Source: an optimization exercise on an open RTL-to-GDS flow (aim: a short achievable clock period). Production flows keep margins and buffers that such runs may drop.
Only simulation tests tie the RTL to the original design; equivalence was not proved.
The flow treats the clock pin as an ideal source. Dropping or thinning the clock tree relies on that and would not hold on a real chip.
Power figures rest on the tool's default switching activity, not on a simulated workload.

// alu
module alu(OPA, OPB, CIN, INP_VALID, CLK, RST, CMD, CE, MODE, COUT, OFLOW, RES, G, E, L, ERR);
    input [7:0] OPA, OPB;
    input CLK, RST, CE, MODE, CIN;
    input [1:0] INP_VALID;
    input [3:0] CMD;
    output reg [15:0] RES;
    output reg COUT, OFLOW, G, E, L, ERR;
    wire vab = INP_VALID[0] & INP_VALID[1];
    wire va = INP_VALID[0];
    wire vb = INP_VALID[1];
    wire am = CE & MODE;
    wire lm = CE & ~MODE;
    wire d_add = am & vab & (CMD == 4'd0);
    wire d_sub = am & vab & (CMD == 4'd1);
    wire d_addc = am & vab & (CMD == 4'd2);
    wire d_subc = am & vab & (CMD == 4'd3);
    wire d_inca = am & va & (CMD == 4'd4);
    wire d_deca = am & va & (CMD == 4'd5);
    wire d_incb = am & vb & (CMD == 4'd6);
    wire d_decb = am & vb & (CMD == 4'd7);
    wire d_cmp = am & vab & (CMD == 4'd8);
    wire d_sadd = am & vab & (CMD == 4'd11);
    wire d_ssub = am & vab & (CMD == 4'd12);
    wire d_and = lm & vab & (CMD == 4'd0);
    wire d_nand = lm & vab & (CMD == 4'd1);
    wire d_or = lm & vab & (CMD == 4'd2);
    wire d_nor = lm & vab & (CMD == 4'd3);
    wire d_xor = lm & vab & (CMD == 4'd4);
    wire d_xnor = lm & vab & (CMD == 4'd5);
    wire d_nota = lm & va & (CMD == 4'd6);
    wire d_notb = lm & vb & (CMD == 4'd7);
    wire d_shra = lm & va & (CMD == 4'd8);
    wire d_shla = lm & va & (CMD == 4'd9);
    wire d_shrb = lm & vb & (CMD == 4'd10);
    wire d_shlb = lm & vb & (CMD == 4'd11);
    wire d_rol = lm & vab & (CMD == 4'd12);
    wire d_ror = lm & vab & (CMD == 4'd13);
    wire mul_en = am & vab & (CMD[3:2] == 2'b10) & (CMD[1] ^ CMD[0]);
    wire [9:0] y = {2'b00, OPB};
    wire [9:0] xa = {2'b00, OPA};
    wire b0i_y0 = 1'b1, b0i_y1 = y[0], b0i_y2 = y[1];
    wire one0i = b0i_y1 ^ b0i_y0;
    wire e0i = b0i_y2 ^ b0i_y1;
    wire [8:0] row0i_d = {9{b0i_y2}} ^ (one0i ? xa[8:0] : ({9{e0i}} & {xa[7:0], 1'b1}));
    wire b0s_y0 = 1'b0, b0s_y1 = y[0], b0s_y2 = y[1];
    wire one0s = b0s_y1 ^ b0s_y0;
    wire e0s = b0s_y2 ^ b0s_y1;
    wire [8:0] row0s_d = {9{b0s_y2}} ^ (one0s ? xa[8:0] : ({9{e0s}} & {xa[7:0], 1'b0}));
    wire cor0i_d = ~y[1] | y[0];
    wire cor0s_d = y[1];
  ...
clock: 8.0 ns
lec_check: 0
cap_margin: 20
core_margin: 2
core_utilization: 40
slew_margin: 20
standard.sh (not shown) runs the stock make flow with config.mk's settings and CLKGATE_MAP_FILE= SYNTH_SCRIPT=/design/flow/synth_recipe.tcl, a recipe that flattens the netlist after the stock synthesis.
==> flow/flow/run.sh <==
#!/bin/bash
# Standard ORFS flow (the standard.sh) with:
#  - the standard flow's synthesis script wrapped so that ABC uses flow/abc_speed.script, and no
#    full-adder cell extraction;
#  - input port buffers resized and a hand-built two-level clock tree
#    (flow/pre_cts.tcl, flow/manual_cts.tcl) in place of TritonCTS;
#  - repair_timing aiming well below the 8 ns constraint.
W=$(pwd)
export MY_FLOW_DIR=$W/flow
export MY_ABC_SCRIPT=$W/flow/abc_speed.script
export FLOW_SYNTH_TCL=$W/synth_recipe.tcl
export MCTS_NROOT=4
export MCTS_NLEAF=2
bash standard.sh SYNTH_SCRIPT=$W/flow/my_synth.tcl ADDER_MAP_FILE= ABC_CLOCK_PERIOD_IN_PS=1000 \
  PRE_CTS_TCL=$W/flow/pre_cts.tcl SETUP_SLACK_MARGIN=5.7 finish > flow_make.log 2>&1
Other scripts of this flow, unchanged in this note and not shown: flow/flow/abc_speed.script, flow/flow/manual_cts.tcl, flow/flow/my_synth.tcl, flow/flow/pre_cts.tcl
Change:
--- a/flow/design.v
+++ b/flow/design.v
@@ -94,21 +94,21 @@
     reg row3i0_q, row3s0_q, cor3i_q, cor3s_q;
     reg [7:1] row4_q;
     reg row4i0_q, row4s0_q, cor4i_q, cor4s_q;
     reg [3:0] sgn_q;         
     reg m_inc_q, m_sft_q;
     reg [7:0] a_q, b_q;
     reg [7:0] rol_q, ror_q;    
     reg err1_q;                
     reg [7:0] ug_q, up_q, vg_q, vp_q;
     reg ug0c_q, vg0c_q;
-    reg cu_q, cv_q, bmax_cin_q;
+    reg cu_q, cv_q, bmax_cin_q, za_q, zb_q;
     reg q_add;
     reg q_sub;
     reg q_addc;
     reg q_subc;
     reg q_inca;
     reg q_deca;
     reg q_incb;
     reg q_decb;
     reg q_cmp;
     reg q_sadd;
@@ -152,20 +152,22 @@
         ug_q <= OPA & OPB;
         up_q <= OPA ^ OPB;
         vg_q <= OPA & ~OPB;
         vp_q <= ~(OPA ^ OPB);
         ug0c_q <= (OPA[0] & OPB[0]) | ((OPA[0] ^ OPB[0]) & cu_d);
         vg0c_q <= (OPA[0] & ~OPB[0]) | (~(OPA[0] ^ OPB[0]) & cv_d);
         b_q <= OPB;
         cu_q <= cu_d;
         cv_q <= cv_d;
         bmax_cin_q <= CIN & (&OPB);
+        za_q <= (OPA == 8'd0);
+        zb_q <= (OPB == 8'd0);
         q_add <= d_add;
         q_sub <= d_sub;
         q_addc <= d_addc;
         q_subc <= d_subc;
         q_inca <= d_inca;
         q_deca <= d_deca;
         q_incb <= d_incb;
         q_decb <= d_decb;
         q_cmp <= d_cmp;
         q_sadd <= d_sadd;
@@ -240,44 +242,44 @@
     wire v_G2_6 = v_G1_6 | (v_P1_6 & v_G1_2);
     wire v_G2_7 = v_G1_7 | (v_P1_7 & v_G1_3);
     wire [7:0] su = {(up_q[7] ^ u_G2_6), (up_q[6] ^ u_G2_5), (up_q[5] ^ u_G2_4), (up_q[4] ^ u_G1_3), (up_q[3] ^ u_G1_2), (up_q[2] ^ u_G0_1), (up_q[1] ^ ug0c_q), (up_q[0] ^ cu_q)};
     wire cu8 = u_G2_7;
     wire [7:0] sv = {(vp_q[7] ^ v_G2_6), (vp_q[6] ^ v_G2_5), (vp_q[5] ^ v_G2_4), (vp_q[4] ^ v_G1_3), (vp_q[3] ^ v_G1_2), (vp_q[2] ^ v_G0_1), (vp_q[1] ^ vg0c_q), (vp_q[0] ^ cv_q)};
     wire cv8 = v_G2_7;
     wire [7:0] ia = a_q + 8'd1;
     wire [7:0] da = a_q - 8'd1;
     wire [7:0] ib = b_q + 8'd1;
     wire [7:0] db = b_q - 8'd1;
-    wire s8a = a_q[7] ^ b_q[7] ^ cu8;      
-    wire s8s = a_q[7] ^ ~b_q[7] ^ cv8;     
+    wire s8a = up_q[7] ^ cu8;      
+    wire s8s = vp_q[7] ^ cv8;      
     wire eq = &vp_q;
     wire zsa = ~(|su) & ~s8a;
     wire zss = ~(|sv) & ~s8s;
     wire berr = |b_q[7:3];
     wire [7:0] lo8 =
           ({8{q_add | q_addc | q_sadd}} & su)
         | ({8{q_sub | q_subc | q_ssub}} & sv)
         | ({8{q_inca}} & ia) | ({8{q_deca}} & da) | ({8{q_incb}} & ib) | ({8{q_decb}} & db)
         | ({8{q_and}} & (a_q & b_q)) | ({8{q_nand}} & ~(a_q & b_q))
         | ({8{q_or}} & (a_q | b_q)) | ({8{q_nor}} & ~(a_q | b_q))
         | ({8{q_xor}} & (a_q ^ b_q)) | ({8{q_xnor}} & ~(a_q ^ b_q))
         | ({8{q_nota}} & ~a_q) | ({8{q_notb}} & ~b_q)
         | ({8{q_shra}} & {1'b0, a_q[7:1]}) | ({8{q_shla}} & {a_q[6:0], 1'b0})
         | ({8{q_shrb}} & {1'b0, b_q[7:1]}) | ({8{q_shlb}} & {b_q[6:0], 1'b0})
         | ({8{q_rol & ~berr}} & rol_q) | ({8{q_ror & ~berr}} & ror_q);
     wire hi = (q_sadd & s8a) | (q_ssub & s8s);
     wire [15:0] other = {{8{hi}}, lo8};
     wire cout_d = ((q_add | q_addc) & cu8) | (q_sadd & s8a) | (q_ssub & s8s);
     wire oflow_d = (q_sub & ~cv8) | (q_subc & ~cv8 & ~bmax_cin_q)
-        | (q_deca & (a_q == 8'd0)) | (q_decb & (b_q == 8'd0))
-        | (q_sadd & (a_q[7] == b_q[7]) & (su[7] != a_q[7]))
-        | (q_ssub & (a_q[7] != b_q[7]) & (sv[7] != a_q[7]));
+        | (q_deca & za_q) | (q_decb & zb_q)
+        | (q_sadd & ~up_q[7] & (su[7] ^ ug_q[7]))      
+        | (q_ssub & ~vp_q[7] & (sv[7] ^ vg_q[7]));     
     wire g_d = (q_cmp & cv8 & ~eq) | (q_sadd & ~s8a & ~zsa) | (q_ssub & ~s8s & ~zss);
     wire e_d = (q_cmp & eq) | (q_sadd & zsa) | (q_ssub & zss);
     wire l_d = (q_cmp & ~cv8) | (q_sadd & s8a) | (q_ssub & s8s);
     wire err_d = err1_q;
     wire t0s = row0i_q[6] ^ row1_q[4];
     wire t0c = row0i_q[6] & row1_q[4];
     wire t1s = row0i_q[7] ^ row1_q[5];
     wire t1c = row0i_q[7] & row1_q[5];
     wire t2s = row0i_q[8] ^ row1_q[6] ^ row2_q[4];
     wire t2c = (row0i_q[8] & row1_q[6]) | (row0i_q[8] & row2_q[4]) | (row1_q[6] & row2_q[4]);
Outcome: Power falls by about 0.4%. Sequential share of layout area increases by 0.60 points. Final area fell by about 2%. Die area decreases by 1.0%. Routed wire length goes down by 1.7%. Setup slack degrades by 260 ps. Global-route usage fell by 0.12 points. First-iteration DRC count came out higher by about 5.5%. Synthesized area fell by about 1%. Critical path depth goes up by 7. Maximum frequency shrinks by about 10%. Combinational power is about the same. Hold slack improved by 4.7 ps. Utilization hardly moves.
No run of this note takes its clock network from TritonCTS; it comes from the design's own scripts or RTL.

static timing again, ports no longer ideal:
The results above use ideal ports. As a check the final layouts listed here were re-extracted and re-timed, cells and wires unchanged. Step 1, drivers: a clkbuf_16 drives CLK and a buf_2 each remaining input, both assumed. Step 2, shift: input delay + t, output delay - t, t = (earliest + latest rising clock arrival at the registers) / 2. This alone moves slack from input paths to output paths. Three values: no drivers, after step 1, after step 2; two values: the first two.
run | shift t [ns] | setup WS [ns] | worst hold slack (ns) | latest minus earliest clock arrival (ns) | worst slew at a driven data input, ns
the first run | 0.402 | 5.573 / 5.461 / 5.221 | 0.341 / 0.341 / 0.341 | 0.030 / 0.030 | 0.21
the second run | 0.392 | 5.316 / 5.360 / 4.968 | 0.345 / 0.345 / 0.345 | 0.036 / 0.036 | 0.15
After both steps every run listed still meets setup and hold. For the first run, which loses most, drivers alone change the setup slack by -0.112 ns; drivers and shift together by -0.352 ns.
